Source: an optimization exercise on an open RTL-to-GDS flow (aim: small area, a short achievable clock period and few clock cycles per item). Production flows keep margins and buffers that such runs may drop.
Function was checked by simulation only, so behaviour that the tests miss may differ from the original.
Power is estimated from default activity; no workload was simulated.

<file path="flow/sv_rom.hex">
0000000001efa0000000000000000000a014181
0000000000000000000000000121b800a01422a
00000000000000000000000000001a00a0f6028
00000000000000003800a000803cca0668cb196
000000000000000000000000006df200a0cd196
000000000000000000000000d0000000a0d69ad
00000000000000000000000001feda00a01419a
0000000001ea9c000000000000000000a014156
000000000000000000000000012d2400a01413c
000000000052bc000000000000000005381414d
00000000000000000054560000000000a18a028
00000000005a50000000000000000020a01a0af
00000000000000000000009b18000020a01a0b8
0200000000e09c708fffffffffecce20a0140c6
02000000011dea0001fffe7877fffe20a014165
000000000000000000234c0000000020b056092
020000000004040000161400aa886a260cc1983
020000000024ca00002b4c1e06017a20a076916
02000000000000000000000000247820b0ce10f
0000000001fffe000000000000000020a0140ae
020000000010e4000016000ba6068a22dc140d0
0400000001a61c0001fffe0290000040a07e028
06006c00cc0bdc027018f4155bfffe40a224828
060000001941540000578394d3fffe40a094828
060000001aa57200012badfffffffe40a0ba028
06000000900b7201226c5ffffffffe40a0d6828
06000000008d000001fffed37058a440a07e828
0400000001fffe000000002812000040a06e828
06006000c00b060232109a13581248510088828
060000000000000000000000de002260a03b028
040000000000004032000013de0000623824828
060000000057c800000001fffe024060a01408e
040000000000000000000032d2000060a047028
06d87000002c2600000001fffe2a72612414030
0c000000000990000001f08a44000060a05004a
0e000000a60bbc003614e02d11fffe60a1d9028
02000000000000000000000001ffe460d03b028
0200000000000000000000000128a260a03b028
02000000000000000000000001fffe60a03b028
1e077e019d8a51fffffffe7a6293e6809c138da
02000000000000000000000001b2be809c1390e
1e0074052fb5965f6e521d798be96a809c1390e
1e000006182d51fffe1f29fffe2bcc82604c098
160000000000014f780001fffeee0880a03d828
1e275002827c05ffe821fbfffffd1680a03d828
1e17fe053211331a020d45712635ea81d42c828
1ffffe017c4209fffe09d9fffe7fc080b81d028
02000000000000000000000000e82aa0a014112
0600000000000000000001fffffffea0a014143
080000000000000001fffe00000000a0a0140e6
10000000000001fffe000000000000a0a07a828
02000000000000000000000001fffea0a014112
080000000000000001fffe00000000a0a06f028
0800000000000000008e6e00000000a0a0710e2
080000000000000001fffe00000000a0a074028
7e126c1ee818542ae0660450964af8c80021828
46000020b6000000000001ffff808ee0a014030
fe01fddd302852bab40ab1ffff94f0e0a014030
26000000000c7c00000001fffffffee0a014028
1000000000000032f2000000000000e0a01e028
10000000000001fffe000000000000e0a01e028
10000000000001fffe000000000000e0a01e028
10000000000001fffe000000000000e0a01e028
10000000000001fffe000000000000e0a01e028
</file>
<file path="flow/run.sh">
#!/bin/bash
# synth_recipe.tcl (not shown) runs the flow's synth.tcl, then flattens the netlist and writes it again
# the make line also repeats each setting of config.mk as NAME=value (left out here)
make -C /OpenROAD-flow-scripts/flow DESIGN_CONFIG=/design/flow/config.mk WORK_HOME=/design/flow/orfs CLKGATE_MAP_FILE= SYNTH_SCRIPT=/design/flow/synth_recipe.tcl finish
</file>
<file path="flow/config.mk">
export PLATFORM = sky130hd
export DESIGN_NAME = svm_detection
export DESIGN_NICKNAME = svm_detection
export VERILOG_FILES = /design/flow/design.v
export SDC_FILE = /design/flow/constraint.sdc
export NUM_CORES = 4
export LEC_CHECK = 0
export CAP_MARGIN = 20
export CORE_MARGIN = 2
export CORE_UTILIZATION = 40
export SLEW_MARGIN = 20
export SYNTH_MEMORY_MAX_BITS = 16384
</file>
<file path="flow/constraint.sdc">
create_clock -name core_clock -period 8.0 [get_ports {clk}]
set_input_delay 1.6000 -clock core_clock [delete_from_list [all_inputs] [get_ports {clk}]]
set_output_delay 1.6000 -clock core_clock [all_outputs]
set_load 0.01 [all_outputs]
</file>
<file path="flow/design.v">
`timescale 1ns / 1ps
module multi_sum
#(
	parameter VALUE_WIDTH = 8,
	parameter VALUE_COUNT = 2,
	parameter SUM_WIDTH = 9
)
(
    input [VALUE_WIDTH * VALUE_COUNT - 1:0] values,
    output [SUM_WIDTH - 1:0] sum
);
   function integer log2;
      input integer number;
      begin
         log2=0;
         while(2**log2<number) begin
            log2=log2+1;
         end
      end
   endfunction
	function integer sum_count;
		input integer count;
		input integer level;
		begin
			if (count % (2 ** level) > 0) begin
				sum_count = count / (2 ** level) + 1;
			end else begin
				sum_count = count / (2 ** level);
			end
		end
	endfunction
	wire [SUM_WIDTH-1:0] sum_tmp [0:VALUE_COUNT-1][0:VALUE_COUNT-1];
	generate
		genvar j, k;
		for (j = 0; j <= log2(VALUE_COUNT); j = j + 1) begin : add_level
			for (k = 0; k < sum_count(VALUE_COUNT, j); k = k + 1) begin : add_item
				if (j == 0)
					assign sum_tmp[0][k] = values[k * VALUE_WIDTH + VALUE_WIDTH - 1: k * VALUE_WIDTH];
				else if (2 * k + 1 < sum_count(VALUE_COUNT, j-1))
					assign sum_tmp[j][k] = sum_tmp[j-1][2 * k] + sum_tmp[j-1][2 * k + 1];
				else
					assign sum_tmp[j][k] = sum_tmp[j-1][2 * k];
			end
		end
	endgenerate
	assign sum = sum_tmp[log2(VALUE_COUNT)][0];
endmodule
`timescale 1ns / 1ps
module small_fifo
#(
	parameter WIDTH = 72,
	parameter MAX_DEPTH_BITS = 3
)
(
	input [WIDTH-1:0] din,
	input wr_en,
	input rd_en,
	output reg [WIDTH-1:0] dout,
	input clk,
	input reset
);
	localparam MAX_DEPTH = 2 ** MAX_DEPTH_BITS;
	reg [WIDTH-1:0] queue [0:MAX_DEPTH-1];
	reg [MAX_DEPTH_BITS-1:0] rd_ptr;
	reg [MAX_DEPTH_BITS-1:0] wr_ptr;
	always @(posedge clk) begin
		if (wr_en)
			queue[wr_ptr] <= din;
		if (rd_en)
			dout <= queue[rd_ptr];
	end
	always @(posedge clk) begin
		if (reset) begin
			rd_ptr <= 0;
			wr_ptr <= 0;
		end else begin
			if (wr_en) wr_ptr <= wr_ptr + 1'b1;
			if (rd_en) rd_ptr <= rd_ptr + 1'b1;
		end
	end
endmodule
`timescale 1ns / 1ps
module cordic
(
	input [15 - 1:0] x,
	input [15 - 1:0] y,
	input enable,
	output [15 - 1:0] result,
	output data_valid_nxt,
	input clk,
	input reset
);
	reg [17-1:0] e_value [0:15];
	reg [17-1:0] b_value [0:15];
	reg step_en [0:15];
	always @(*) begin
		e_value[0] = {x, {(17 - 15){1'b0}}};
		b_value[0] = {y, {(17 - 15){1'b0}}};
		step_en[0] = reset ? 0 : enable;
	end
	generate
		genvar step_id;
		for (step_id = 0; step_id < 15; step_id = step_id + 1) begin: cordic_step
			always @(posedge clk) begin
				if (e_value[step_id] >= (step_id == 0 ? 17'hd47f : step_id == 1 ? 17'h62a2 : step_id == 2 ? 17'h62a2 : step_id == 3 ? 17'h2fac : step_id == 4 ? 17'h1773 : step_id == 5 ? 17'hba1 : step_id == 6 ? 17'h5cb : step_id == 7 ? 17'h2e4 : step_id == 8 ? 17'h171 : step_id == 9 ? 17'hb8 : step_id == 10 ? 17'h5c : step_id == 11 ? 17'h2e : step_id == 12 ? 17'h17 : step_id == 13 ? 17'hb : step_id == 14 ? 17'h5 : 0)) begin
					e_value[step_id+1] <= e_value[step_id] - (step_id == 0 ? 17'hd47f : step_id == 1 ? 17'h62a2 : step_id == 2 ? 17'h62a2 : step_id == 3 ? 17'h2fac : step_id == 4 ? 17'h1773 : step_id == 5 ? 17'hba1 : step_id == 6 ? 17'h5cb : step_id == 7 ? 17'h2e4 : step_id == 8 ? 17'h171 : step_id == 9 ? 17'hb8 : step_id == 10 ? 17'h5c : step_id == 11 ? 17'h2e : step_id == 12 ? 17'h17 : step_id == 13 ? 17'hb : step_id == 14 ? 17'h5 : 0);
					b_value[step_id+1] <= b_value[step_id] - (b_value[step_id] >> (step_id == 0 ? 4'h2 : step_id == 1 ? 4'h3 : step_id == 2 ? 4'h3 : step_id == 3 ? 4'h4 : step_id == 4 ? 4'h5 : step_id == 5 ? 4'h6 : step_id == 6 ? 4'h7 : step_id == 7 ? 4'h8 : step_id == 8 ? 4'h9 : step_id == 9 ? 4'ha : step_id == 10 ? 4'hb : step_id == 11 ? 4'hc : step_id == 12 ? 4'hd : step_id == 13 ? 4'he : step_id == 14 ? 4'hf : 0));
				end else begin
					e_value[step_id+1] <= e_value[step_id];
					b_value[step_id+1] <= b_value[step_id];
				end
				step_en[step_id+1] <= step_en[step_id];
			end
		end
	endgenerate
	assign result = b_value[15][17 - 1:17 - 15];
	assign data_valid_nxt = step_en[15-1];
endmodule
`timescale 1ns / 1ps
module svm_kernel_cordic
(
	input [11 * 3 - 1:0] x,
	input [11 * 3 - 1:0] sv,
	input [4 - 1:0] sv_class,
	input [(0 + 16) * (8 - 1) - 1:0] coef_scaled,
	input [8 - 2:0] coef_sign,
	input new_computation,
	input clk,
	input reset,
	input data_valid,
	output [(8 + 16) * 28 - 1:0] distance
);
	reg enable_diff;
	reg [11 * 3 - 1:0] x_reg_diff;
	reg [11 * 3 - 1:0] sv_reg_diff;
	reg [4 - 1:0] sv_class_reg_diff;
	reg [(0 + 16) * (8 - 1) - 1:0] coef_scaled_reg_diff;
	reg [(8 - 1) - 1:0] coef_sign_reg_diff;
	reg new_computation_reg_diff;
	reg enable_sum;
	reg [4 - 1:0] sv_class_reg_sum;
	reg [(0 + 16) * (8 - 1) - 1:0] coef_scaled_reg_sum;
	reg [(8 - 1) - 1:0] coef_sign_reg_sum;
	reg new_computation_reg_sum;
	reg enable_ceil;
	reg [4 - 1:0] sv_class_reg_ceil;
	reg [(0 + 16) * (8 - 1) - 1:0] coef_scaled_reg_ceil;
	reg [(8 - 1) - 1:0] coef_sign_reg_ceil;
	reg new_computation_reg_ceil;
	reg enable_cord;
	reg [4 - 1:0] sv_class_reg_cord;
	reg [(0 + 16) * (8 - 1) - 1:0] coef_scaled_reg_cord;
	reg [(8 - 1) - 1:0] coef_sign_reg_cord;
	reg new_computation_reg_cord;
	reg enable_shift;
	wire [4 - 1:0] sv_class_reg_shift;
	wire [(8 - 1) - 1:0] coef_sign_reg_shift;
	wire new_computation_reg_shift;
	wire [4 - 1:0] cordic_shift_reg_shift;
	reg enable_dist;
	reg [4 - 1:0] sv_class_reg_dist;
	reg [(8 - 1) - 1:0] coef_sign_reg_dist;
	reg new_computation_reg_dist;
	wire [11 - 1:0] x_vector [0:3 - 1];
	wire [11 - 1:0] sv_vector [0:3 - 1];
	wire signed [0 + 16 - 1:0] coefs_scaled [0:8 - 2];
	reg signed [8 + 16 - 1:0] distances [0:28 - 1];
	wire signed [11 + 1 - 1:0] diff_vector [0:3 - 1];
	reg [11 - 1:0] diff_vector_abs [0:3 - 1];
	wire [11 * 3 - 1:0] diff_vector_packed;
	wire [11 + 2 - 1:0] diff_sum_out;
	reg [11 + 2 - 1:0] diff_sum;
	wire [11 + 2 - 1:0] cordic_shift_tmp;
	reg [4 - 1:0] cordic_shift;
	reg [15 - 1:0] cordic_input;
	wire [15 - 1:0] cordic_output [0:8 - 2];
	wire cordic_output_rdy_nxt;
	reg [15 - 1:0] cordic_output_shifted [0:8 - 2];
	generate
		genvar pack_var;
		for (pack_var = 0; pack_var < ((3)>(28)?(3):(28)); pack_var = pack_var + 1) begin: pack_block
if (pack_var < (3))
	assign x_vector[pack_var] = x_reg_diff[(11)*pack_var+((11)-1):(11)*pack_var];
if (pack_var < (3))
	assign sv_vector[pack_var] = sv_reg_diff[(11)*pack_var+((11)-1):(11)*pack_var];
if (pack_var < (8 - 1))
	assign coefs_scaled[pack_var] = coef_scaled_reg_cord[(0 + 16)*pack_var+((0 + 16)-1):(0 + 16)*pack_var];
if (pack_var < (28))
	assign distance[(8 + 16)*pack_var+((8 + 16)-1):(8 + 16)*pack_var] = distances[pack_var];
if (pack_var < (3))
	assign diff_vector_packed[(11)*pack_var+((11)-1):(11)*pack_var] = diff_vector_abs[pack_var];
		end
	endgenerate
	always @(posedge clk) begin
		x_reg_diff <= x;
		sv_reg_diff <= sv;
		sv_class_reg_diff <= sv_class;
		coef_scaled_reg_diff <= coef_scaled;
		coef_sign_reg_diff <= coef_sign;
		new_computation_reg_diff <= new_computation;
		enable_diff <= reset ? 0 : data_valid;
		sv_class_reg_sum <= sv_class_reg_diff;
		coef_scaled_reg_sum <= coef_scaled_reg_diff;
		coef_sign_reg_sum <= coef_sign_reg_diff;
		new_computation_reg_sum <= new_computation_reg_diff;
		enable_sum <= enable_diff;
		sv_class_reg_ceil <= sv_class_reg_sum;
		coef_scaled_reg_ceil <= coef_scaled_reg_sum;
		coef_sign_reg_ceil <= coef_sign_reg_sum;
		new_computation_reg_ceil <= new_computation_reg_sum;
		enable_ceil <= enable_sum;
		sv_class_reg_cord <= sv_class_reg_ceil;
		coef_scaled_reg_cord <= coef_scaled_reg_ceil;
		coef_sign_reg_cord <= coef_sign_reg_ceil;
		new_computation_reg_cord <= new_computation_reg_ceil;
		enable_cord <= enable_ceil;
		enable_shift <= cordic_output_rdy_nxt;
		sv_class_reg_dist <= sv_class_reg_shift;
		coef_sign_reg_dist <= coef_sign_reg_shift;
		coef_sign_reg_dist <= coef_sign_reg_shift;
		new_computation_reg_dist <= new_computation_reg_shift;
		enable_dist <= reset ? 0 : enable_shift;
	end
	small_fifo #(
		.WIDTH(4 + (8-1) + 1 + 4),
		.MAX_DEPTH_BITS(4)
	) cord_fifo (
		.din({sv_class_reg_cord, coef_sign_reg_cord, new_computation_reg_cord, cordic_shift}),
		.dout({sv_class_reg_shift, coef_sign_reg_shift, new_computation_reg_shift, cordic_shift_reg_shift}),
		.wr_en(enable_cord),
		.rd_en(cordic_output_rdy_nxt),
        .clk(clk),
        .reset(reset)
	);
	generate
		genvar i;
		for (i = 0; i < 3; i = i + 1) begin: square_block
			assign diff_vector[i] = x_vector[i] - sv_vector[i];
			always @(posedge clk) begin
				diff_vector_abs[i] <= diff_vector[i] >= 0 ? diff_vector[i] : -diff_vector[i];
			end
		end
	endgenerate
	multi_sum #(
		.VALUE_WIDTH(11),
		.VALUE_COUNT(3),
		.SUM_WIDTH(11 + 2)
	) diff_adder (
		.values(diff_vector_packed),
		.sum(diff_sum_out)
	);
	always @(posedge clk) begin
		diff_sum <= diff_sum_out;
	end
    assign cordic_shift_tmp = diff_sum[11 + 2 - 1 : 7];
	always @(posedge clk) begin
		cordic_shift <= cordic_shift_tmp > 15 ? 15 : cordic_shift_tmp;
		cordic_input <= {diff_sum[7-1:0], {(15-7){1'b0}}};
	end
	generate
		genvar coef_index;
		for (coef_index = 0; coef_index < 8 - 1; coef_index = coef_index + 1) begin: cordic_block
			wire data_rdy_nxt;
			cordic cordic_computer (
                .enable(enable_cord),
				.x(cordic_input),
				.y(coefs_scaled[coef_index]),
				.result(cordic_output[coef_index]),
				.data_valid_nxt(data_rdy_nxt),
				.clk(clk),
				.reset(reset)
			);
			if (coef_index == 0)
				assign cordic_output_rdy_nxt = data_rdy_nxt;
		end
	endgenerate
	generate
		for (coef_index = 0; coef_index < 8 - 1; coef_index = coef_index + 1) begin: shift_block
			always @(posedge clk) begin
				cordic_output_shifted[coef_index] <= cordic_output[coef_index] >> cordic_shift_reg_shift;
			end
		end
	endgenerate
	generate
		genvar dec_id;
		for (dec_id = 0; dec_id < 28; dec_id = dec_id + 1) begin: reset_block
			always @(posedge clk) begin
				if (reset)
					distances[dec_id] <= 0;
				else if (enable_dist && sv_class_reg_dist == (dec_id == 0 ? 4'h0 : dec_id == 1 ? 4'h0 : dec_id == 2 ? 4'h0 : dec_id == 3 ? 4'h0 : dec_id == 4 ? 4'h0 : dec_id == 5 ? 4'h0 : dec_id == 6 ? 4'h0 : dec_id == 7 ? 4'h1 : dec_id == 8 ? 4'h1 : dec_id == 9 ? 4'h1 : dec_id == 10 ? 4'h1 : dec_id == 11 ? 4'h1 : dec_id == 12 ? 4'h1 : dec_id == 13 ? 4'h2 : dec_id == 14 ? 4'h2 : dec_id == 15 ? 4'h2 : dec_id == 16 ? 4'h2 : dec_id == 17 ? 4'h2 : dec_id == 18 ? 4'h3 : dec_id == 19 ? 4'h3 : dec_id == 20 ? 4'h3 : dec_id == 21 ? 4'h3 : dec_id == 22 ? 4'h4 : dec_id == 23 ? 4'h4 : dec_id == 24 ? 4'h4 : dec_id == 25 ? 4'h5 : dec_id == 26 ? 4'h5 : dec_id == 27 ? 4'h6 : 0))
					distances[dec_id] <= (new_computation_reg_dist ? 0 : distances[dec_id]) + (coef_sign_reg_dist[(dec_id == 0 ? 4'h0 : dec_id == 1 ? 4'h1 : dec_id == 2 ? 4'h2 : dec_id == 3 ? 4'h3 : dec_id == 4 ? 4'h4 : dec_id == 5 ? 4'h5 : dec_id == 6 ? 4'h6 : dec_id == 7 ? 4'h1 : dec_id == 8 ? 4'h2 : dec_id == 9 ? 4'h3 : dec_id == 10 ? 4'h4 : dec_id == 11 ? 4'h5 : dec_id == 12 ? 4'h6 : dec_id == 13 ? 4'h2 : dec_id == 14 ? 4'h3 : dec_id == 15 ? 4'h4 : dec_id == 16 ? 4'h5 : dec_id == 17 ? 4'h6 : dec_id == 18 ? 4'h3 : dec_id == 19 ? 4'h4 : dec_id == 20 ? 4'h5 : dec_id == 21 ? 4'h6 : dec_id == 22 ? 4'h4 : dec_id == 23 ? 4'h5 : dec_id == 24 ? 4'h6 : dec_id == 25 ? 4'h5 : dec_id == 26 ? 4'h6 : dec_id == 27 ? 4'h6 : 0)] ? -cordic_output_shifted[(dec_id == 0 ? 4'h0 : dec_id == 1 ? 4'h1 : dec_id == 2 ? 4'h2 : dec_id == 3 ? 4'h3 : dec_id == 4 ? 4'h4 : dec_id == 5 ? 4'h5 : dec_id == 6 ? 4'h6 : dec_id == 7 ? 4'h1 : dec_id == 8 ? 4'h2 : dec_id == 9 ? 4'h3 : dec_id == 10 ? 4'h4 : dec_id == 11 ? 4'h5 : dec_id == 12 ? 4'h6 : dec_id == 13 ? 4'h2 : dec_id == 14 ? 4'h3 : dec_id == 15 ? 4'h4 : dec_id == 16 ? 4'h5 : dec_id == 17 ? 4'h6 : dec_id == 18 ? 4'h3 : dec_id == 19 ? 4'h4 : dec_id == 20 ? 4'h5 : dec_id == 21 ? 4'h6 : dec_id == 22 ? 4'h4 : dec_id == 23 ? 4'h5 : dec_id == 24 ? 4'h6 : dec_id == 25 ? 4'h5 : dec_id == 26 ? 4'h6 : dec_id == 27 ? 4'h6 : 0)] : cordic_output_shifted[(dec_id == 0 ? 4'h0 : dec_id == 1 ? 4'h1 : dec_id == 2 ? 4'h2 : dec_id == 3 ? 4'h3 : dec_id == 4 ? 4'h4 : dec_id == 5 ? 4'h5 : dec_id == 6 ? 4'h6 : dec_id == 7 ? 4'h1 : dec_id == 8 ? 4'h2 : dec_id == 9 ? 4'h3 : dec_id == 10 ? 4'h4 : dec_id == 11 ? 4'h5 : dec_id == 12 ? 4'h6 : dec_id == 13 ? 4'h2 : dec_id == 14 ? 4'h3 : dec_id == 15 ? 4'h4 : dec_id == 16 ? 4'h5 : dec_id == 17 ? 4'h6 : dec_id == 18 ? 4'h3 : dec_id == 19 ? 4'h4 : dec_id == 20 ? 4'h5 : dec_id == 21 ? 4'h6 : dec_id == 22 ? 4'h4 : dec_id == 23 ? 4'h5 : dec_id == 24 ? 4'h6 : dec_id == 25 ? 4'h5 : dec_id == 26 ? 4'h6 : dec_id == 27 ? 4'h6 : 0)]);
				else if (enable_dist && sv_class_reg_dist == (dec_id == 0 ? 4'h1 : dec_id == 1 ? 4'h2 : dec_id == 2 ? 4'h3 : dec_id == 3 ? 4'h4 : dec_id == 4 ? 4'h5 : dec_id == 5 ? 4'h6 : dec_id == 6 ? 4'h7 : dec_id == 7 ? 4'h2 : dec_id == 8 ? 4'h3 : dec_id == 9 ? 4'h4 : dec_id == 10 ? 4'h5 : dec_id == 11 ? 4'h6 : dec_id == 12 ? 4'h7 : dec_id == 13 ? 4'h3 : dec_id == 14 ? 4'h4 : dec_id == 15 ? 4'h5 : dec_id == 16 ? 4'h6 : dec_id == 17 ? 4'h7 : dec_id == 18 ? 4'h4 : dec_id == 19 ? 4'h5 : dec_id == 20 ? 4'h6 : dec_id == 21 ? 4'h7 : dec_id == 22 ? 4'h5 : dec_id == 23 ? 4'h6 : dec_id == 24 ? 4'h7 : dec_id == 25 ? 4'h6 : dec_id == 26 ? 4'h7 : dec_id == 27 ? 4'h7 : 0))
					distances[dec_id] <= (new_computation_reg_dist ? 0 : distances[dec_id]) + (coef_sign_reg_dist[(dec_id == 0 ? 4'h0 : dec_id == 1 ? 4'h0 : dec_id == 2 ? 4'h0 : dec_id == 3 ? 4'h0 : dec_id == 4 ? 4'h0 : dec_id == 5 ? 4'h0 : dec_id == 6 ? 4'h0 : dec_id == 7 ? 4'h1 : dec_id == 8 ? 4'h1 : dec_id == 9 ? 4'h1 : dec_id == 10 ? 4'h1 : dec_id == 11 ? 4'h1 : dec_id == 12 ? 4'h1 : dec_id == 13 ? 4'h2 : dec_id == 14 ? 4'h2 : dec_id == 15 ? 4'h2 : dec_id == 16 ? 4'h2 : dec_id == 17 ? 4'h2 : dec_id == 18 ? 4'h3 : dec_id == 19 ? 4'h3 : dec_id == 20 ? 4'h3 : dec_id == 21 ? 4'h3 : dec_id == 22 ? 4'h4 : dec_id == 23 ? 4'h4 : dec_id == 24 ? 4'h4 : dec_id == 25 ? 4'h5 : dec_id == 26 ? 4'h5 : dec_id == 27 ? 4'h6 : 0)] ? -cordic_output_shifted[(dec_id == 0 ? 4'h0 : dec_id == 1 ? 4'h0 : dec_id == 2 ? 4'h0 : dec_id == 3 ? 4'h0 : dec_id == 4 ? 4'h0 : dec_id == 5 ? 4'h0 : dec_id == 6 ? 4'h0 : dec_id == 7 ? 4'h1 : dec_id == 8 ? 4'h1 : dec_id == 9 ? 4'h1 : dec_id == 10 ? 4'h1 : dec_id == 11 ? 4'h1 : dec_id == 12 ? 4'h1 : dec_id == 13 ? 4'h2 : dec_id == 14 ? 4'h2 : dec_id == 15 ? 4'h2 : dec_id == 16 ? 4'h2 : dec_id == 17 ? 4'h2 : dec_id == 18 ? 4'h3 : dec_id == 19 ? 4'h3 : dec_id == 20 ? 4'h3 : dec_id == 21 ? 4'h3 : dec_id == 22 ? 4'h4 : dec_id == 23 ? 4'h4 : dec_id == 24 ? 4'h4 : dec_id == 25 ? 4'h5 : dec_id == 26 ? 4'h5 : dec_id == 27 ? 4'h6 : 0)] : cordic_output_shifted[(dec_id == 0 ? 4'h0 : dec_id == 1 ? 4'h0 : dec_id == 2 ? 4'h0 : dec_id == 3 ? 4'h0 : dec_id == 4 ? 4'h0 : dec_id == 5 ? 4'h0 : dec_id == 6 ? 4'h0 : dec_id == 7 ? 4'h1 : dec_id == 8 ? 4'h1 : dec_id == 9 ? 4'h1 : dec_id == 10 ? 4'h1 : dec_id == 11 ? 4'h1 : dec_id == 12 ? 4'h1 : dec_id == 13 ? 4'h2 : dec_id == 14 ? 4'h2 : dec_id == 15 ? 4'h2 : dec_id == 16 ? 4'h2 : dec_id == 17 ? 4'h2 : dec_id == 18 ? 4'h3 : dec_id == 19 ? 4'h3 : dec_id == 20 ? 4'h3 : dec_id == 21 ? 4'h3 : dec_id == 22 ? 4'h4 : dec_id == 23 ? 4'h4 : dec_id == 24 ? 4'h4 : dec_id == 25 ? 4'h5 : dec_id == 26 ? 4'h5 : dec_id == 27 ? 4'h6 : 0)]);
				else if (enable_dist && new_computation_reg_dist)
					distances[dec_id] <= 0;
				else
					distances[dec_id] <= distances[dec_id];
			end
		end
	endgenerate
endmodule
`timescale 1ns / 1ps
module svm_detection
(
    input [11 * 3 - 1:0] x,
	 input data_valid,
    input clk,
    input reset,
    output [4 - 1:0] result_class,
	 output new_result,
    output ready
);
	reg distance_ready_keep;
	reg signed [8 + 16 - 1:0] distances_keep [0:1-1][0:28-1];
	generate
		genvar r, p, c, k, d;
		for (r = 0; r < 1; r = r + 1) begin: roll
			localparam ROM_WIDTH = 11 * 3 + 4 + (16 + 0 + 1) * (8 - 1);
			reg [ROM_WIDTH - 1 : 0] sv_rom [0 : ((r == (1 - 1)) ? 64 : 64) - 1];
			initial $readmemh("sv_rom.hex", sv_rom);
			reg [7 - 1:0] counter_read;
			reg enable_read;
			reg enable_compute;
			reg [11 * 3 - 1:0] x_read;
			always @(posedge clk) begin
				if (reset) begin
					counter_read <= 0;
					enable_read <= 0;
					enable_compute <= 0;
					x_read <= 0;
				end else	begin
					if (ready && data_valid) begin
						counter_read <= 1;  
						enable_read <= 1;  
						enable_compute <= 1;
						x_read <= x;
					end else begin
						enable_compute <= enable_read;
						if (enable_read) begin
							if ((counter_read + 1) < ((r == (1 - 1)) ? 64 : 64)) begin
								counter_read <= counter_read + 1;
								enable_read <= 1;
							end else begin
								counter_read <= 0;
								enable_read <= 0;
							end
						end else begin
							counter_read <= 0;
							enable_read <= 0;
						end
					end
				end
			end
			if (r == 0) begin
				assign ready = !enable_read;
			end
			reg [ROM_WIDTH - 1 : 0] rom_read;
			always @(posedge clk) begin
				rom_read <= reset ? 0 : sv_rom[counter_read];
			end
			wire [11 * 3 - 1:0] sv_read;
			wire [4 - 1:0] sv_class_read;
			wire [(0 + 16) * (8 - 1) - 1:0] coef_read;
			wire [1 * (8 - 1) - 1:0] coef_sign_read;
			assign {coef_sign_read, coef_read, sv_class_read, sv_read} = rom_read;
			wire [(8 + 16) * (28) - 1:0] distance_computed;
			wire last_compute;
			wire new_computation_read;
			assign last_compute = enable_compute && !enable_read;
			assign new_computation_read = enable_read && counter_read == 1;
                svm_kernel_cordic kernel_computation (
                    .x(x_read),
                    .sv(sv_read),
                    .sv_class(sv_class_read),
                    .coef_scaled(coef_read),
                    .coef_sign(coef_sign_read),
                    .new_computation(new_computation_read),
                    .data_valid(enable_compute),
                    .clk(clk),
                    .reset(reset),
                    .distance(distance_computed)
                );
			reg enable_reg_keep [0:20-1];
			always @(posedge clk) begin
				enable_reg_keep[0] <= reset ? 0 : last_compute;
			end
			for (k = 1; k < 20; k = k + 1) begin: wait_for_keep
				always @(posedge clk) begin
					enable_reg_keep[k] <= reset ? 0 : enable_reg_keep[k-1];
				end
			end
			reg enable_keep;
			always @(posedge clk) begin
				enable_keep <= reset ? 0 : enable_reg_keep[20-1];
				if (r == 0) begin
					distance_ready_keep <= enable_keep;
				end
			end
			for (d = 0; d < 28; d = d + 1) begin:unpack_distance
				always @(posedge clk) begin
					if (enable_keep)
						distances_keep[r][d] <= distance_computed[(d + 1) * (8 + 16) - 1 : d * (8 + 16)];
				end
			end
		end
	endgenerate
	localparam sum_first_count = 1 % 2 > 0 ? (1 / 2 + 1) : (1 / 2);
	reg enable_reg_compare [0:1-1];
	wire enable_compare;
	wire signed [8 + 16 - 1:0] distances_sum [0:28-1];
	generate
		genvar u, v;
		for (d = 0; d < 28; d = d + 1) begin: add_distance
			reg signed [8 + 16 - 1:0] distances_sum_tmp [0:1-1][0:sum_first_count-1];
			for (u = 0; u < 1; u = u + 1) begin : add_distances_level
				for (v = 0; v < (1 % (2 ** (u+1)) > 0 ? (1 / (2 ** (u+1)) + 1) : (1 / (2 ** (u+1)))); v = v + 1) begin : add_distances
					always @(posedge clk) begin
						if (u == 0 && (2 * v + 1) < 1)
							distances_sum_tmp[u][v] <= distances_keep[2 * v][d] + distances_keep[2 * v + 1][d];
						else if (u == 0)
							distances_sum_tmp[u][v] <= distances_keep[2 * v][d];
						else if (2 * v + 1 < (1 % (2 ** u) > 0 ? (1 / (2 ** u) + 1) : (1 / (2 ** u))))
							distances_sum_tmp[u][v] <= distances_sum_tmp[u-1][2 * v] + distances_sum_tmp[u-1][2 * v + 1];
						else
							distances_sum_tmp[u][v] <= distances_sum_tmp[u-1][2 * v];
					end
					always @(posedge clk) begin
						if (d == 0) begin
							if (u == 0)
								enable_reg_compare[0] <= distance_ready_keep;
							else
								enable_reg_compare[u] <= enable_reg_compare[u-1];
						end
					end
					if (u == (1 - 1) && v == 0)
						assign distances_sum[d] = distances_sum_tmp[u][v];
				end
			end
		end
	endgenerate
	assign enable_compare = enable_reg_compare[1-1];
	reg signed [0 + 17 - 1 : 0] rho [0 : 28 - 1];
	generate
		genvar dec_id;
		for (dec_id = 0; dec_id < 28; dec_id = dec_id + 1) begin:init_rho
			always @(posedge clk) begin
				if (reset)
					rho[dec_id] <= (dec_id == 0 ? 17'sh1fe70 : dec_id == 1 ? 17'sh1f943 : dec_id == 2 ? 17'sh1fab6 : dec_id == 3 ? 17'sh1f86c : dec_id == 4 ? 17'sh1f9ed : dec_id == 5 ? 17'sh1f812 : dec_id == 6 ? 17'sh1f789 : dec_id == 7 ? 17'sh1f982 : dec_id == 8 ? 17'sh1fab9 : dec_id == 9 ? 17'sh1f534 : dec_id == 10 ? 17'sh1fb2a : dec_id == 11 ? 17'sh1f6ec : dec_id == 12 ? 17'sh1f09e : dec_id == 13 ? 17'sh3b8 : dec_id == 14 ? 17'sh1fa0a : dec_id == 15 ? 17'sh1f1 : dec_id == 16 ? 17'sh1f8b0 : dec_id == 17 ? 17'sh1f85e : dec_id == 18 ? 17'sh1f827 : dec_id == 19 ? 17'sh1fe02 : dec_id == 20 ? 17'sh1f877 : dec_id == 21 ? 17'sh1f2ca : dec_id == 22 ? 17'sh6a8 : dec_id == 23 ? 17'sh1fc89 : dec_id == 24 ? 17'sh1f866 : dec_id == 25 ? 17'sh1f91e : dec_id == 26 ? 17'sh1f739 : dec_id == 27 ? 17'sh88 : 0);
				else
					rho[dec_id] <= rho[dec_id];
			end
		end
	endgenerate
	reg enable_vote;
	reg comparisons [0:28-1];
	generate
		for (d = 0; d < 28; d = d + 1) begin:unpack_distance
			always @(posedge clk) begin
				if (enable_compare)
					comparisons[d] <= distances_sum[d] > rho[d];
				if (d == 0)
					enable_vote <= reset ? 0 : enable_compare;
			end
		end
	endgenerate
	wire [8-2:0] votes_list [0:8-1];
	generate
		for (dec_id = 0; dec_id < 28; dec_id = dec_id + 1) begin:select_votes
			assign votes_list[(dec_id == 0 ? 4'h0 : dec_id == 1 ? 4'h0 : dec_id == 2 ? 4'h0 : dec_id == 3 ? 4'h0 : dec_id == 4 ? 4'h0 : dec_id == 5 ? 4'h0 : dec_id == 6 ? 4'h0 : dec_id == 7 ? 4'h1 : dec_id == 8 ? 4'h1 : dec_id == 9 ? 4'h1 : dec_id == 10 ? 4'h1 : dec_id == 11 ? 4'h1 : dec_id == 12 ? 4'h1 : dec_id == 13 ? 4'h2 : dec_id == 14 ? 4'h2 : dec_id == 15 ? 4'h2 : dec_id == 16 ? 4'h2 : dec_id == 17 ? 4'h2 : dec_id == 18 ? 4'h3 : dec_id == 19 ? 4'h3 : dec_id == 20 ? 4'h3 : dec_id == 21 ? 4'h3 : dec_id == 22 ? 4'h4 : dec_id == 23 ? 4'h4 : dec_id == 24 ? 4'h4 : dec_id == 25 ? 4'h5 : dec_id == 26 ? 4'h5 : dec_id == 27 ? 4'h6 : 0)][(dec_id == 0 ? 4'h0 : dec_id == 1 ? 4'h1 : dec_id == 2 ? 4'h2 : dec_id == 3 ? 4'h3 : dec_id == 4 ? 4'h4 : dec_id == 5 ? 4'h5 : dec_id == 6 ? 4'h6 : dec_id == 7 ? 4'h1 : dec_id == 8 ? 4'h2 : dec_id == 9 ? 4'h3 : dec_id == 10 ? 4'h4 : dec_id == 11 ? 4'h5 : dec_id == 12 ? 4'h6 : dec_id == 13 ? 4'h2 : dec_id == 14 ? 4'h3 : dec_id == 15 ? 4'h4 : dec_id == 16 ? 4'h5 : dec_id == 17 ? 4'h6 : dec_id == 18 ? 4'h3 : dec_id == 19 ? 4'h4 : dec_id == 20 ? 4'h5 : dec_id == 21 ? 4'h6 : dec_id == 22 ? 4'h4 : dec_id == 23 ? 4'h5 : dec_id == 24 ? 4'h6 : dec_id == 25 ? 4'h5 : dec_id == 26 ? 4'h6 : dec_id == 27 ? 4'h6 : 0)] = comparisons[dec_id];
			assign votes_list[(dec_id == 0 ? 4'h1 : dec_id == 1 ? 4'h2 : dec_id == 2 ? 4'h3 : dec_id == 3 ? 4'h4 : dec_id == 4 ? 4'h5 : dec_id == 5 ? 4'h6 : dec_id == 6 ? 4'h7 : dec_id == 7 ? 4'h2 : dec_id == 8 ? 4'h3 : dec_id == 9 ? 4'h4 : dec_id == 10 ? 4'h5 : dec_id == 11 ? 4'h6 : dec_id == 12 ? 4'h7 : dec_id == 13 ? 4'h3 : dec_id == 14 ? 4'h4 : dec_id == 15 ? 4'h5 : dec_id == 16 ? 4'h6 : dec_id == 17 ? 4'h7 : dec_id == 18 ? 4'h4 : dec_id == 19 ? 4'h5 : dec_id == 20 ? 4'h6 : dec_id == 21 ? 4'h7 : dec_id == 22 ? 4'h5 : dec_id == 23 ? 4'h6 : dec_id == 24 ? 4'h7 : dec_id == 25 ? 4'h6 : dec_id == 26 ? 4'h7 : dec_id == 27 ? 4'h7 : 0)][(dec_id == 0 ? 4'h0 : dec_id == 1 ? 4'h0 : dec_id == 2 ? 4'h0 : dec_id == 3 ? 4'h0 : dec_id == 4 ? 4'h0 : dec_id == 5 ? 4'h0 : dec_id == 6 ? 4'h0 : dec_id == 7 ? 4'h1 : dec_id == 8 ? 4'h1 : dec_id == 9 ? 4'h1 : dec_id == 10 ? 4'h1 : dec_id == 11 ? 4'h1 : dec_id == 12 ? 4'h1 : dec_id == 13 ? 4'h2 : dec_id == 14 ? 4'h2 : dec_id == 15 ? 4'h2 : dec_id == 16 ? 4'h2 : dec_id == 17 ? 4'h2 : dec_id == 18 ? 4'h3 : dec_id == 19 ? 4'h3 : dec_id == 20 ? 4'h3 : dec_id == 21 ? 4'h3 : dec_id == 22 ? 4'h4 : dec_id == 23 ? 4'h4 : dec_id == 24 ? 4'h4 : dec_id == 25 ? 4'h5 : dec_id == 26 ? 4'h5 : dec_id == 27 ? 4'h6 : 0)] = !comparisons[dec_id];
		end
	endgenerate
	wire [4-1:0] votes_sum [0:8-1];
	reg [4-1:0] votes [0:8-1];
	generate
		for (c = 0; c < 8; c = c + 1) begin:sum_votes
			multi_sum #(
				.VALUE_WIDTH(1),
				.VALUE_COUNT(8-1),
				.SUM_WIDTH(4)
			) square_adder (
				.values(votes_list[c]),
				.sum(votes_sum[c])
			);
			always @(posedge clk) begin
				if (enable_vote)
					votes[c] <= votes_sum[c];
			end
		end
	endgenerate
	reg enable_select;
	always @(posedge clk) begin
		enable_select <= reset ? 0 : enable_vote;
	end
	localparam select_first_count = 8 % 2 > 0 ? (8 / 2 + 1) : (8 / 2);
	reg [4-1:0] votes_tmp [0:3-1][0:select_first_count-1];
	reg [4-1:0] classes_tmp [0:3-1][0:select_first_count-1];
	reg enable_reg_out [0:3-1];
	generate
		for (u = 0; u < 3; u = u + 1) begin : max_level
			for (v = 0; v < (8 % (2 ** (u+1)) > 0 ? (8 / (2 ** (u+1)) + 1) : (8 / (2 ** (u+1)))); v = v + 1) begin : max_instance
				always @(posedge clk) begin
					if (u == 0) begin
						if ((2 * v + 1) < 8) begin
							votes_tmp[u][v] <= (votes[(2 * v + 1) < 8 ? (2 * v + 1) : 0] > votes[2 * v]) ? votes[(2 * v + 1) < 8 ? (2 * v + 1) : 0] : votes[2 * v];
							classes_tmp[u][v] <= (votes[(2 * v + 1) < 8 ? (2 * v + 1) : 0] > votes[2 * v]) ? (2 * v + 1) : (2 * v);
						end else begin
							votes_tmp[u][v] <= votes[2 * v];
							classes_tmp[u][v] <= (2 * v);
						end
					end else begin
						if ((2 * v + 1) < (8 % (2 ** u) > 0 ? (8 / (2 ** u) + 1) : (8 / (2 ** u)))) begin
							votes_tmp[u][v] <= (votes_tmp[u == 0 ? 0 : (u-1)][(2 * v + 1) < (8 % (2 ** u) > 0 ? (8 / (2 ** u) + 1) : (8 / (2 ** u))) ? (2 * v + 1) : 0] > votes_tmp[u == 0 ? 0 : (u-1)][2 * v]) ? votes_tmp[u == 0 ? 0 : (u-1)][(2 * v + 1) < (8 % (2 ** u) > 0 ? (8 / (2 ** u) + 1) : (8 / (2 ** u))) ? (2 * v + 1) : 0] : votes_tmp[u == 0 ? 0 : (u-1)][2 * v];
							classes_tmp[u][v] <= (votes_tmp[u == 0 ? 0 : (u-1)][(2 * v + 1) < (8 % (2 ** u) > 0 ? (8 / (2 ** u) + 1) : (8 / (2 ** u))) ? (2 * v + 1) : 0] > votes_tmp[u == 0 ? 0 : (u-1)][2 * v]) ? classes_tmp[u == 0 ? 0 : (u-1)][(2 * v + 1) < (8 % (2 ** u) > 0 ? (8 / (2 ** u) + 1) : (8 / (2 ** u))) ? (2 * v + 1) : 0] : classes_tmp[u == 0 ? 0 : (u-1)][2 * v];
						end else begin
							votes_tmp[u][v] <= votes_tmp[u-1][2 * v];
							classes_tmp[u][v] <= classes_tmp[u-1][2 * v];
						end
					end
				end
			end
			always @(posedge clk) begin
				if (u == 0)
					enable_reg_out[0] <= reset ? 0 : enable_select;
				else
					enable_reg_out[u] <= reset ? 0 : enable_reg_out[u-1];
			end
		end
	endgenerate
	assign new_result = enable_reg_out[3-1];
	assign result_class = classes_tmp[3-1][0];
endmodule
</file>
==> summary.txt <==
worst paths after layout:
kind,start,to,slack [ps],depth (start not counted)
setup / recovery,roll[0].kernel_computation.new_computation_reg_dist$_DFF_P_,roll[0].kernel_computation.distances[1][22]$_SDFFE_PP0P_,1420,20
hold / removal,roll[0].kernel_computation.coef_scaled_reg_diff[85]$_DFF_P_,roll[0].kernel_computation.coef_scaled_reg_sum[85]$_DFF_P_,300,0
setup reg to reg,roll[0].kernel_computation.new_computation_reg_dist$_DFF_P_,roll[0].kernel_computation.distances[1][22]$_SDFFE_PP0P_,1420,20
hold reg to reg,roll[0].kernel_computation.coef_scaled_reg_diff[85]$_DFF_P_,roll[0].kernel_computation.coef_scaled_reg_sum[85]$_DFF_P_,300,0
power by group through the flow:
stage | clock network [mW] | logic (mW) | registers (mW)
finish | 28.3 | 40.6 | 38.2
floorplan | 0 | 30.6 | 36.8
CTS | 28.8 | 40.6 | 38.2
detailed placement | 0 | 40.3 | 38.8
global route | 29.8 | 45.8 | 38.9
global placement | 0 | 39.4 | 38.6
flip-flops by register name, summed over array words and instances (netlist names), 100 cells and up:
name,flops
roll.kernel_computation.coef_scaled_reg_ceil,100
roll.kernel_computation.coef_scaled_reg_cord,100
roll.kernel_computation.cord_fifo.queue,240
roll.rom_read,141
roll.kernel_computation.cordic_output_shifted,105
distances_keep,661
roll.kernel_computation.coef_scaled_reg_sum,100
roll.kernel_computation.cordic_block.cordic_computer.e_value,220
add_distance.distances_sum_tmp,661
roll.kernel_computation.coef_scaled_reg_diff,100
roll.kernel_computation.cordic_block.cordic_computer.b_value,1771
roll.kernel_computation.distances,672
cells in the final DEF (no fill, tap or decap), drive strengths merged, types with 376 or more instances in the layout:
| cell type | count |
|---|---|
| dfxtp | 4276 |
| nand3 | 410 |
| inv | 2269 |
| clkbuf | 752 |
| xor2 | 673 |
| nor3 | 523 |
| edfxtp | 976 |
| xnor2 | 1919 |
| nand2b | 457 |
| nor2 | 2671 |
| nand2 | 2571 |
| ha | 1935 |
| a21o | 376 |
| nor2b | 928 |
| o21ai | 1638 |
| buf | 486 |
| o31ai | 534 |
| a21oi | 1896 |
metal layers:
metal / global-route usage [%] / vias to the layer above / part of all wire (%)
met5: 0 / - / 0.040
met4: 18.0 / 30 / 8.1
met3: 4.44 / 2245 / 7.3
met2: 42.0 / 8074 / 45
met1: 31.7 / 104000 / 40
li1: - / 104000 / -
logic make-up after synthesis:
family,Yosys count,synth area share [%]
and+or+nand+nor,8954,15.6
AOI/OAI and AO/OA,6959,16.6
DFF,5252,42.4
buffers and inverters,3265,4.56
xor gates and xnor gates,2637,8.83
adders and majority gates,2221,10.6
muxes,248,1.35
other,1,0.00138
cell type report:
type | count | share of cell area (%)
multi-input combinational | 21000 | 47.5
sequential | 5252 | 37.8
clock buffer | 752 | 5.32
tap | 8968 | 3.69
inverter | 2241 | 2.78
timing repair buffer | 525 | 1.42
clock inverter | 322 | 1.37
antenna | 116 | 0.0955
worst register-to-register path: stages, from the launching register on:
cell,delay [ps]
dfxtp_4,810
buf_4,680
buf_4,530
nor2b_1,170
ha_1,230
inv_1,80
fa_1,210
nor2b_1,70
o31ai_1,370
a32oi_1,180
a2111oi_0,960
nor3_1,200
o31ai_1,500
a21oi_1,150
a21oi_1,280
a41o_1,270
o21ai_1,120
a21oi_1,220
mux2i_1,210
a22oi_1,80
a21oi_1,170
per-stage QoR:
step	total power [mW]	setup slack [ps]	hold slack, ps	util (%)
global route	115	1230	305	45.0
global placement	78.1	1420	310	41.9
CTS	108	1480	290	45.0
floorplan	67.4	830	310	-
detailed placement	79.1	1460	312	41.9
finish	107	1420	304	45.0
==> summary.md <==
| Metric | Value |
|---|---|
| Seq. cell area | `115000 um2` |
| Gpl congestion | `1.00` |
| CTS sink cnt | `5252` |
| DR vias | `218000` |
| Core area | `676000 um2` |
| Share of the yosys chip area belonging to registers | `42.4%` |
| Top-count cell post-synth | `dfxtp_1` |
| Share of post-route cells with drive strength above 1 | `6.55%` |
| Worst path most repeated cell | `a21oi_1` |
| Final setup viols | `0` |
| Top-area cell type share of the netlist area | `31.6%` |
| Post-route insts no fill | `39200` |
| Skew-Pair Late Insertion Delay | `1140 ps` |
| Syn-to-layout area delta | `12.2%` |
| Final-layout fill cell count | `64600` |
| Number of global-route vias before repair | `208000` |
| Synth cell count leaders | `dfxtp_1 (4276), nor2_1 (2668), nand2_1 (2569)` |
| Setup Buffers After CTS | `0` |
| Placed cell count | `38000` |
| Switching Fraction | `37.4%` |
| Num CTS Buffers | `582` |
| Final Hold Fails | `0` |
| Peak VDD IR | `0.342 mV` |
| Final instance area | `304000 um2` |
| Post-Synthesis Cells | `29500` |
| Critical path arrival | `7630 ps` |
| Crit share post-route | `82.2%` |
| Synthesized area | `271000 um2` |
| CP max stage cell | `a2111oi_0` |
| Fin crit period | `6580 ps` |
| Initial antenna violation count | `81` |
| Synthesized flop and latch total | `5252` |
| DIE WIDTH | `827 um` |
| Worst setup EP type | `flip-flop` |
| Buf/Inv on CP | `3` |
| First-pass GRT wire length | `1340000 um` |
| CTS tree | `done` |
| CTS H-tree depth | `6` |
| DPL Wire Length | `694000 um` |
| GRT Util Overall | `26.0%` |
| EDFF count, synth | `976` |
| Net Sw Power | `40.1 mW` |
| Post-CTS sizing | `0` |
| Router iterations before antenna repair | `9` |
| Max Transition Viols Final | `0` |
| Clock transition at path regs | `70 ps` |
| Post-Route Setup TNS | `0 ps` |
| Site Rows | `302` |
| PwrDens | `352 nW/um2` |
| CTS Root Cell | `clkbuf_16` |
| Leakage power | `125 nW` |
| Final nets | `31800` |
| CP peak stage delay | `960 ps` |
| RSZ-0062 raised after global routing | `false` |
| Die area | `684000 um2` |
| Initial Util | `40.1%` |
| DR iter-0 viols | `20200` |
| Area leader, netlist | `dfxtp_1` |
| CTS max path bufs | `4` |
| CP startpoint kind | `flip-flop` |
| Wire per inst | `23.6 um` |
| Kind of cell adding the most delay to the critical path | `compound AO/OA/AOI/OAI gates` |
| Max cap viols | `0` |
| Number of port buffers | `40` |
| Worst Skew | `75.5 ps` |
| Vias/cell | `5.56` |
| Fmax achieved | `152 MHz` |
| Die height | `827 um` |
| CP Max Fanout | `38` |
| Ys async rst share | `0%` |
| Drt total wl | `926000 um` |
| Yosys warning total | `89` |
| Seq pwr share | `35.7%` |
| Crit path kind | `flip-flop to flip-flop` |
| Worst min-delay path class | `flip-flop to flip-flop` |
| Internal power | `67.0 mW` |
| Clock power frac | `26.4%` |
| Hold Buf Count CTS | `0` |
| Worst Max-Slew Pin Slew | `1260 ps` |
| Dpl cell area | `283000 um2` |
| Status | `no timing/DRC/antenna violations` |
| Pin count of the biggest net entering global routing | `165` |
| Unique cell type count in the Yosys netlist | `128` |
| Worst EP required | `9060 ps` |
| Slew headroom | `14.9%` |
| Post-synth top flop | `dfxtp_1` |
| Multi-input logic area | `144000 um2` |
| Post-route DRC violation count | `0` |
| Final ANT Viol Nets | `0` |
| Mean Syn Cell Area | `9.17 um2` |
| Share of total power in combinational logic | `37.9%` |
| Ranking of synthesized cells by area | `dfxtp_1 (32%), edfxtp_1 (11%), ha_1 (8.9%)` |
| Congestion Overflow GR | `0` |
| Cells along the critical path | `buf_4, buf_4, nor2b_1, ha_1, inv_1, fa_1, nor2b_1, o31ai_1, a32oi_1, a2111oi_0, nor3_1, o31ai_1, a21oi_1, a21oi_1, a41o_1, o21ai_1, a21oi_1, mux2i_1, a22oi_1, a21oi_1` |
| IO Pins | `42` |

[separate check: timing with driven ports]
The flow's constraints put no driver on any port. The routed layout listed below was extracted and timed again, unchanged, in two steps.
Step 1 sets driving cells, clkbuf_16 on the clock port and buf_2 on the other inputs (assumed; they add their load-dependent delay and slew).
Step 2 adds t to the input delays and takes it off the output delays; t is the mean of the earliest and latest rising clock arrival at the registers after step 1. Input paths then give back, and output paths get back, about the clock's delay inside the block.
Slacks: no drivers / after step 1 / after step 2; pairs: no drivers / after step 1.
shift t [ns]: 1.263
slack for setup (ns): 1.423 / 1.423 / 1.423
worst setup path after step 2: register to register
worst slew at a driven data input, ns: 0.06
pins driven straight from the clock port: 1
After both steps this run still meets setup and hold. The setup slack of this run moves by 0.000 ns with the drivers and by 0.000 ns with both steps.
